What follows belongs to an exercise in optimizing a design on an open flow for small area; a production flow would make more cautious choices. The RTL was checked by simulation tests, not by an equivalence proof against the original design. No driver is modelled on the clock port, so clocking that relies on it looks cheaper here than on a real chip. No activity file was given, so power comes from the tool's default toggle rates.

==> module tel, before the edit <==
module tel (input clk,
        input rst,
        input startCall, answerCall,
        input endCall,
        input sendChar,
        input [7:0] charSent,
        output [63:0] statusMsg,
        output [63:0] sentMsg
);
localparam [2:0] IDLE = 3'd0, RINGING = 3'd1, BUSY = 3'd2, REJECTED = 3'd3,
                 CALL = 3'd4, COST = 3'd5, NONE = 3'd7;
reg [2:0] state;      
reg [2:0] shown;      
reg [15:0] acc;       
reg [41:0] msg_hi;    
reg [15:0] msg_lo;    
wire s_idle = state == IDLE;
wire s_ring = state == RINGING;
wire s_busy = state == BUSY;
wire s_rej  = state == REJECTED;
wire s_call = state == CALL;
wire s_cost = state == COST;
wire cost_first = s_cost & (shown == CALL);
wire c10 = acc[3] & acc[1];
wire cost_done = s_cost & ~cost_first & acc[2];
wire is_del   = charSent == 8'd127;
wire in_range = ~charSent[7] & (charSent[6] | charSent[5]);       
wire is_digit = charSent[7:4] == 4'h3 && !(charSent[3] && (charSent[2] || charSent[1]));
wire shift    = sendChar & in_range & ~is_del;                    
wire charge   = s_call & sendChar & in_range;
reg [2:0] next_state;
always @(*) begin
    case (state)
        IDLE:     next_state = startCall ? RINGING : IDLE;
        RINGING:  next_state = endCall ? REJECTED : answerCall ? CALL : c10 ? BUSY : RINGING;
        BUSY:     next_state = c10 ? IDLE : BUSY;
        REJECTED: next_state = c10 ? IDLE : REJECTED;
        CALL:     next_state = (endCall || is_del) ? COST : CALL;
        COST:     next_state = cost_done ? IDLE : COST;
        default:  next_state = IDLE;
    endcase
end
always @(posedge clk or posedge rst) begin
    if (rst) begin
        state <= IDLE;
        shown <= NONE;
    end else begin
        state <= next_state;
        shown <= state;
    end
end
wire acc_clr = s_idle | cost_first | (s_ring & (endCall | answerCall)) |
               ((s_ring | s_busy | s_rej) & c10);
wire inc1 = ~s_call | (charge & is_digit);        
wire inc2 = charge & ~is_digit;
wire c1 = inc2 | (inc1 & acc[0]);
wire [15:0] ones;    
assign ones[0] = 1'b0;
assign ones[1] = 1'b1;
genvar i;
generate
    for (i = 2; i < 16; i = i + 1) begin : g_ones
        assign ones[i] = ones[i-1] & acc[i-1];
    end
endgenerate
wire [15:0] carry = {{15{c1}} & ones[15:1], inc1};
wire [15:0] acc_sum = acc ^ carry;
always @(posedge clk)
    acc <= {16{~acc_clr}} & acc_sum;
localparam [41:0] SPACES = {6{7'h20}};
wire sel_shift = s_call & shift;                               
wire sel_hold  = (s_call & ~shift) | (s_cost & ~cost_first);   
wire sel_space = ~s_call & ~s_cost;                            
wire [41:0] hi_in = {msg_hi[34:0], msg_lo[14:8]};
wire [15:0] lo_in = {1'b0, msg_lo[6:0], 1'b0, charSent[6:0]};
always @(posedge clk or posedge rst) begin
    if (rst) begin
        msg_hi <= SPACES;
        msg_lo <= 16'h2020;
    end else begin
        msg_hi <= ({42{sel_shift}} & hi_in) | ({42{s_call & ~shift}} & msg_hi) | ({42{sel_space}} & SPACES);
        msg_lo <= ({16{sel_shift}} & lo_in) | ({16{sel_hold}} & msg_lo) | ({16{sel_space}} & 16'h2020)
                | ({16{cost_first}} & acc);
    end
end
assign sentMsg = {1'b0, msg_hi[41:35], 1'b0, msg_hi[34:28], 1'b0, msg_hi[27:21],
                  1'b0, msg_hi[20:14], 1'b0, msg_hi[13:7], 1'b0, msg_hi[6:0], msg_lo};
reg [63:0] status;
always @(*) begin
    case (shown)
        IDLE:     status = "IDLE    ";
        RINGING:  status = "RINGING ";
        BUSY:     status = "BUSY    ";
        REJECTED: status = "REJECTED";
        CALL:     status = "CALL    ";
        COST:     status = "COST    ";
        default:  status = 64'd0;
    endcase
end
assign statusMsg = status;
endmodule
clock: 4.0 ns
lec_check: 0
cap_margin: 20
core_margin: 2
core_utilization: 40
slew_margin: 20
standard.sh (not shown) runs the stock make flow with config.mk's settings and CLKGATE_MAP_FILE= SYNTH_SCRIPT=/design/flow/synth_recipe.tcl, a recipe that flattens the netlist after the stock synthesis.
==> flow/flow/run.sh <==
#!/bin/bash
# Layout flow: the standard flow (standard.sh) with these changes:
#  - synthesis runs the standard flow's synthesis script unchanged, but ABC maps the logic with an
#    area-recovering script (flow/abc_area.script) in place of ORFS's abc_speed.script;
#    registers are mapped by the same dfflibmap step, so they keep their names and cells
#  - after floorplanning, logic cells are swapped to their smallest drive strength
#    (flow/downsize.tcl); later repair steps upsize where slew, capacitance or timing need it
#  - ports are buffered with buf_1
#  - constant outputs share one tie cell (no repair_tie_fanout)
#  - CTS builds its tree from clkbuf_8 without dummy loads; then each clock buffer is shrunk
#    while the flip-flop clock-pin slews stay under 110 ps (flow/clkdown.tcl)
# Each tool's output is in synth.log and layout.log here, and ORFS's own logs under orfs/logs.
set -euo pipefail
here=$(pwd)
flow=$here/flow
rm -rf "$here/scripts_abc"
cp -r "$FLOW_HOME/scripts" "$here/scripts_abc"
cp "$flow/abc_area.script" "$here/scripts_abc/abc_speed.script"
bash standard.sh synth "SCRIPTS_DIR=$here/scripts_abc" > "$here/synth.log" 2>&1
bash standard.sh finish \
  "BUFFER_PORTS_ARGS=-buffer_cell sky130_fd_sc_hd__buf_1" \
  "CTS_ARGS=-sink_clustering_enable -repair_clock_nets -dont_use_dummy_load -buf_list {sky130_fd_sc_hd__clkbuf_8}" \
  "POST_FLOORPLAN_TCL=$flow/downsize.tcl" \
  "POST_CTS_TCL=$flow/cts_post.tcl" \
  CLK_SLEW_TARGET=0.11 SKIP_REPAIR_TIE_FANOUT=1 > "$here/layout.log" 2>&1
Other scripts of this flow, unchanged in this note and not shown: flow/flow/abc_area.script, flow/flow/clkdown.tcl, flow/flow/cts_post.tcl, flow/flow/downsize.tcl
The first run finished with timing, DRC and antenna clean.
Change:
--- a/flow/design.v
+++ b/flow/design.v
@@ -12,9 +12,9 @@
 reg [2:0] state;      
 reg [2:0] shown;      
 reg [15:0] acc;       
 reg [41:0] msg_hi;    
-reg [15:0] msg_lo;    
+reg [13:0] msg_lo;    
 wire s_idle = state == IDLE;
 wire s_ring = state == RINGING;
 wire s_busy = state == BUSY;
 wire s_rej  = state == REJECTED;
@@ -48,11 +48,11 @@
         state <= next_state;
         shown <= state;
     end
 end
-wire acc_clr = s_idle | cost_first | (s_ring & (endCall | answerCall)) |
-               ((s_ring | s_busy | s_rej) & c10);
-wire inc1 = ~s_call | (charge & is_digit);        
+wire acc_clr_hi = s_idle | (s_ring & (endCall | answerCall)) | ((s_ring | s_busy | s_rej) & c10);
+wire acc_clr_lo = acc_clr_hi | cost_first;
+wire inc1 = ~(s_call | cost_first) | (charge & is_digit);    
 wire inc2 = charge & ~is_digit;
 wire c1 = inc2 | (inc1 & acc[0]);
 wire [15:0] ones;    
 assign ones[0] = 1'b0;
@@ -65,27 +65,30 @@
 endgenerate
 wire [15:0] carry = {{15{c1}} & ones[15:1], inc1};
 wire [15:0] acc_sum = acc ^ carry;
 always @(posedge clk)
-    acc <= {16{~acc_clr}} & acc_sum;
+    acc <= {{13{~acc_clr_hi}}, {3{~acc_clr_lo}}} & acc_sum;
 localparam [41:0] SPACES = {6{7'h20}};
 wire sel_shift = s_call & shift;                               
 wire sel_hold  = (s_call & ~shift) | (s_cost & ~cost_first);   
 wire sel_space = ~s_call & ~s_cost;                            
-wire [41:0] hi_in = {msg_hi[34:0], msg_lo[14:8]};
-wire [15:0] lo_in = {1'b0, msg_lo[6:0], 1'b0, charSent[6:0]};
+wire [41:0] hi_in = {msg_hi[34:0], msg_lo[13:7]};
+wire [13:0] lo_in = {msg_lo[6:0], charSent[6:0]};
+wire [13:0] bill  = {acc[14:8], acc[6:0]};
 always @(posedge clk or posedge rst) begin
     if (rst) begin
         msg_hi <= SPACES;
-        msg_lo <= 16'h2020;
+        msg_lo <= {7'h20, 7'h20};
     end else begin
         msg_hi <= ({42{sel_shift}} & hi_in) | ({42{s_call & ~shift}} & msg_hi) | ({42{sel_space}} & SPACES);
-        msg_lo <= ({16{sel_shift}} & lo_in) | ({16{sel_hold}} & msg_lo) | ({16{sel_space}} & 16'h2020)
-                | ({16{cost_first}} & acc);
+        msg_lo <= ({14{sel_shift}} & lo_in) | ({14{sel_hold}} & msg_lo) | ({14{sel_space}} & {7'h20, 7'h20})
+                | ({14{cost_first}} & bill);
     end
 end
+wire show_bill = shown == COST;
 assign sentMsg = {1'b0, msg_hi[41:35], 1'b0, msg_hi[34:28], 1'b0, msg_hi[27:21],
-                  1'b0, msg_hi[20:14], 1'b0, msg_hi[13:7], 1'b0, msg_hi[6:0], msg_lo};
+                  1'b0, msg_hi[20:14], 1'b0, msg_hi[13:7], 1'b0, msg_hi[6:0],
+                  show_bill & acc[15], msg_lo[13:7], show_bill & acc[7], msg_lo[6:0]};
 reg [63:0] status;
 always @(*) begin
     case (shown)
         IDLE:     status = "IDLE    ";
Effect:
- clock-buffer cell count is unchanged
- wire length stays flat
- maximum frequency went down by 8.0%
- global-route usage barely changes
- die area falls by 1.9%
- area after synthesis falls by 2.0%


The RTL this note starts from:
==> flow/design.v <==
module tel (input clk,
        input rst,
        input startCall, answerCall,
        input endCall,
        input sendChar,
        input [7:0] charSent,
        output [63:0] statusMsg,
        output [63:0] sentMsg
);
localparam [2:0] IDLE = 3'd0, RINGING = 3'd1, BUSY = 3'd2, REJECTED = 3'd3,
                 CALL = 3'd4, COST = 3'd5, NONE = 3'd7;
reg [2:0] state;      
reg [2:0] shown;      
reg [15:0] acc;       
reg [41:0] msg_hi;    
reg [13:0] msg_lo;    
wire s_idle = state == IDLE;
wire s_ring = state == RINGING;
wire s_busy = state == BUSY;
wire s_rej  = state == REJECTED;
wire s_call = state == CALL;
wire s_cost = state == COST;
wire cost_first = s_cost & (shown == CALL);
wire c10 = acc[3] & acc[1];
wire cost_done = s_cost & ~cost_first & acc[2];
wire is_del   = charSent == 8'd127;
wire in_range = ~charSent[7] & (charSent[6] | charSent[5]);       
wire is_digit = charSent[7:4] == 4'h3 && !(charSent[3] && (charSent[2] || charSent[1]));
wire shift    = sendChar & in_range & ~is_del;                    
wire charge   = s_call & sendChar & in_range;
reg [2:0] next_state;
always @(*) begin
    case (state)
        IDLE:     next_state = startCall ? RINGING : IDLE;
        RINGING:  next_state = endCall ? REJECTED : answerCall ? CALL : c10 ? BUSY : RINGING;
        BUSY:     next_state = c10 ? IDLE : BUSY;
        REJECTED: next_state = c10 ? IDLE : REJECTED;
        CALL:     next_state = (endCall || is_del) ? COST : CALL;
        COST:     next_state = cost_done ? IDLE : COST;
        default:  next_state = IDLE;
    endcase
end
always @(posedge clk or posedge rst) begin
    if (rst) begin
        state <= IDLE;
        shown <= NONE;
    end else begin
        state <= next_state;
        shown <= state;
    end
end
wire acc_clr_hi = s_idle | (s_ring & (endCall | answerCall)) | ((s_ring | s_busy | s_rej) & c10);
wire acc_clr_lo = acc_clr_hi | cost_first;
wire inc1 = ~(s_call | cost_first) | (charge & is_digit);    
wire inc2 = charge & ~is_digit;
wire c1 = inc2 | (inc1 & acc[0]);
wire [15:0] ones;    
assign ones[0] = 1'b0;
assign ones[1] = 1'b1;
genvar i;
generate
    for (i = 2; i < 16; i = i + 1) begin : g_ones
        assign ones[i] = ones[i-1] & acc[i-1];
    end
endgenerate
wire [15:0] carry = {{15{c1}} & ones[15:1], inc1};
wire [15:0] acc_sum = acc ^ carry;
always @(posedge clk)
    acc <= {{13{~acc_clr_hi}}, {3{~acc_clr_lo}}} & acc_sum;
localparam [41:0] SPACES = {6{7'h20}};
wire sel_shift = s_call & shift;                               
wire sel_hold  = (s_call & ~shift) | (s_cost & ~cost_first);   
wire sel_space = ~s_call & ~s_cost;                            
wire [41:0] hi_in = {msg_hi[34:0], msg_lo[13:7]};
wire [13:0] lo_in = {msg_lo[6:0], charSent[6:0]};
wire [13:0] bill  = {acc[14:8], acc[6:0]};
always @(posedge clk or posedge rst) begin
    if (rst) begin
        msg_hi <= SPACES;
        msg_lo <= {7'h20, 7'h20};
    end else begin
        msg_hi <= ({42{sel_shift}} & hi_in) | ({42{s_call & ~shift}} & msg_hi) | ({42{sel_space}} & SPACES);
        msg_lo <= ({14{sel_shift}} & lo_in) | ({14{sel_hold}} & msg_lo) | ({14{sel_space}} & {7'h20, 7'h20})
                | ({14{cost_first}} & bill);
    end
end
wire show_bill = shown == COST;
assign sentMsg = {1'b0, msg_hi[41:35], 1'b0, msg_hi[34:28], 1'b0, msg_hi[27:21],
                  1'b0, msg_hi[20:14], 1'b0, msg_hi[13:7], 1'b0, msg_hi[6:0],
                  show_bill & acc[15], msg_lo[13:7], show_bill & acc[7], msg_lo[6:0]};
reg [63:0] status;
always @(*) begin
    case (shown)
        IDLE:     status = "IDLE    ";
        RINGING:  status = "RINGING ";
        BUSY:     status = "BUSY    ";
        REJECTED: status = "REJECTED";
        CALL:     status = "CALL    ";
        COST:     status = "COST    ";
        default:  status = 64'd0;
    endcase
end
assign statusMsg = status;
endmodule
clock: 4.0 ns
lec_check: 0
cap_margin: 20
core_margin: 2
core_utilization: 40
slew_margin: 20
==> flow/flow/run.sh <==
#!/bin/bash
# Layout flow: the standard flow (standard.sh) with these changes:
#  - synthesis runs the standard flow's synthesis script unchanged, but ABC maps the logic with an
#    area-recovering script (flow/abc_area.script) in place of ORFS's abc_speed.script;
#    registers are mapped by the same dfflibmap step, so they keep their names and cells
#  - after floorplanning, logic cells are swapped to their smallest drive strength
#    (flow/downsize.tcl); later repair steps upsize where slew, capacitance or timing need it
#  - ports are buffered with buf_1
#  - before detailed placement, cells left above their smallest size are shrunk where that
#    adds no slew or capacitance violation and keeps setup slack above 0.3 ns (flow/shrink.tcl)
#  - constant outputs share one tie cell (no repair_tie_fanout)
#  - CTS builds its tree from clkbuf_8 without dummy loads; then each clock buffer is shrunk
#    while the flip-flop clock-pin slews stay under 110 ps (flow/clkdown.tcl)
# Each tool's output is in synth.log and layout.log here, and ORFS's own logs under orfs/logs.
set -euo pipefail
here=$(pwd)
flow=$here/flow
rm -rf "$here/scripts_abc"
cp -r "$FLOW_HOME/scripts" "$here/scripts_abc"
cp "$flow/abc_area.script" "$here/scripts_abc/abc_speed.script"
bash standard.sh synth "SCRIPTS_DIR=$here/scripts_abc" > "$here/synth.log" 2>&1
bash standard.sh finish \
  "BUFFER_PORTS_ARGS=-buffer_cell sky130_fd_sc_hd__buf_1" \
  "CTS_ARGS=-sink_clustering_enable -repair_clock_nets -dont_use_dummy_load -buf_list {sky130_fd_sc_hd__clkbuf_8}" \
  "POST_FLOORPLAN_TCL=$flow/downsize.tcl" \
  "POST_CTS_TCL=$flow/cts_post.tcl" \
  "PRE_DETAIL_PLACE_TCL=$flow/shrink.tcl" \
  CLK_SLEW_TARGET=0.11 SKIP_REPAIR_TIE_FANOUT=1 > "$here/layout.log" 2>&1
Other scripts of this flow, unchanged in this note and not shown: flow/flow/abc_area.script, flow/flow/clkdown.tcl, flow/flow/cts_post.tcl, flow/flow/downsize.tcl, flow/flow/shrink.tcl
The starting point produced a clean layout.
Then changed:
--- a/flow/design.v
+++ b/flow/design.v
@@ -4,14 +4,13 @@
         input endCall,
         input sendChar,
         input [7:0] charSent,
         output [63:0] statusMsg,
         output [63:0] sentMsg
 );
-localparam [2:0] IDLE = 3'd0, RINGING = 3'd1, BUSY = 3'd2, REJECTED = 3'd3,
-                 CALL = 3'd4, COST = 3'd5, NONE = 3'd7;
+localparam [2:0] IDLE = 3'd7, RINGING = 3'd3, BUSY = 3'd6, REJECTED = 3'd2, CALL = 3'd5, COST = 3'd4, NONE = 3'd0;
 reg [2:0] state;      
 reg [2:0] shown;      
 reg [15:0] acc;       
 reg [41:0] msg_hi;    
 reg [13:0] msg_lo;    
 wire s_idle = state == IDLE;
=> Die area barely changes. Worst hold slack improves by 5.5 ps. Sequential power goes down by 6.4%. Critical path depth does not change. Power came out lower by 9.4%. Worst setup slack degrades by 56 ps. Final cell count decreases by 0.40%. Combinational power falls by 20%. Wire length went up by 2.8%. Global-route usage is higher by 0.17 points. Synthesized cell count is unchanged. Final area fell by 0.37%.

## static timing again, ports no longer ideal
Ports are ideal in the flow. The routed layouts listed here were re-timed in OpenROAD.
Step 1 sets driving cells, clkbuf_16 on the clock port and buf_2 on the other inputs (assumed; they add their load-dependent delay and slew).
Step 2 also shifts input and output timing later by t, the mid clock arrival at the registers, as if the neighbouring blocks saw the same clock.
a / b / c = ideal / step 1 / step 2; a / b = the first two.
run | shift t [ns] | slack for setup (ns) | worst setup path after step 2 | worst data-port slew with drivers (ns)
the first run of note 1 | 0.498 | 0.886 / 0.886 / 0.574 | input to register | 0.03
the second run of note 1 | 0.493 | 0.614 / 0.614 / 0.559 | input to register | 0.03
the first run of note 2 | 0.420 | 0.574 / 0.574 / 0.545 | input to register | 0.03
the second run of note 2 | 0.484 | 0.518 / 0.518 / 0.342 | input to register | 0.03
After both steps every run listed still meets setup and hold. For the first run of note 1, which loses most, drivers alone change the setup slack by 0.000 ns; drivers and shift together by -0.312 ns.
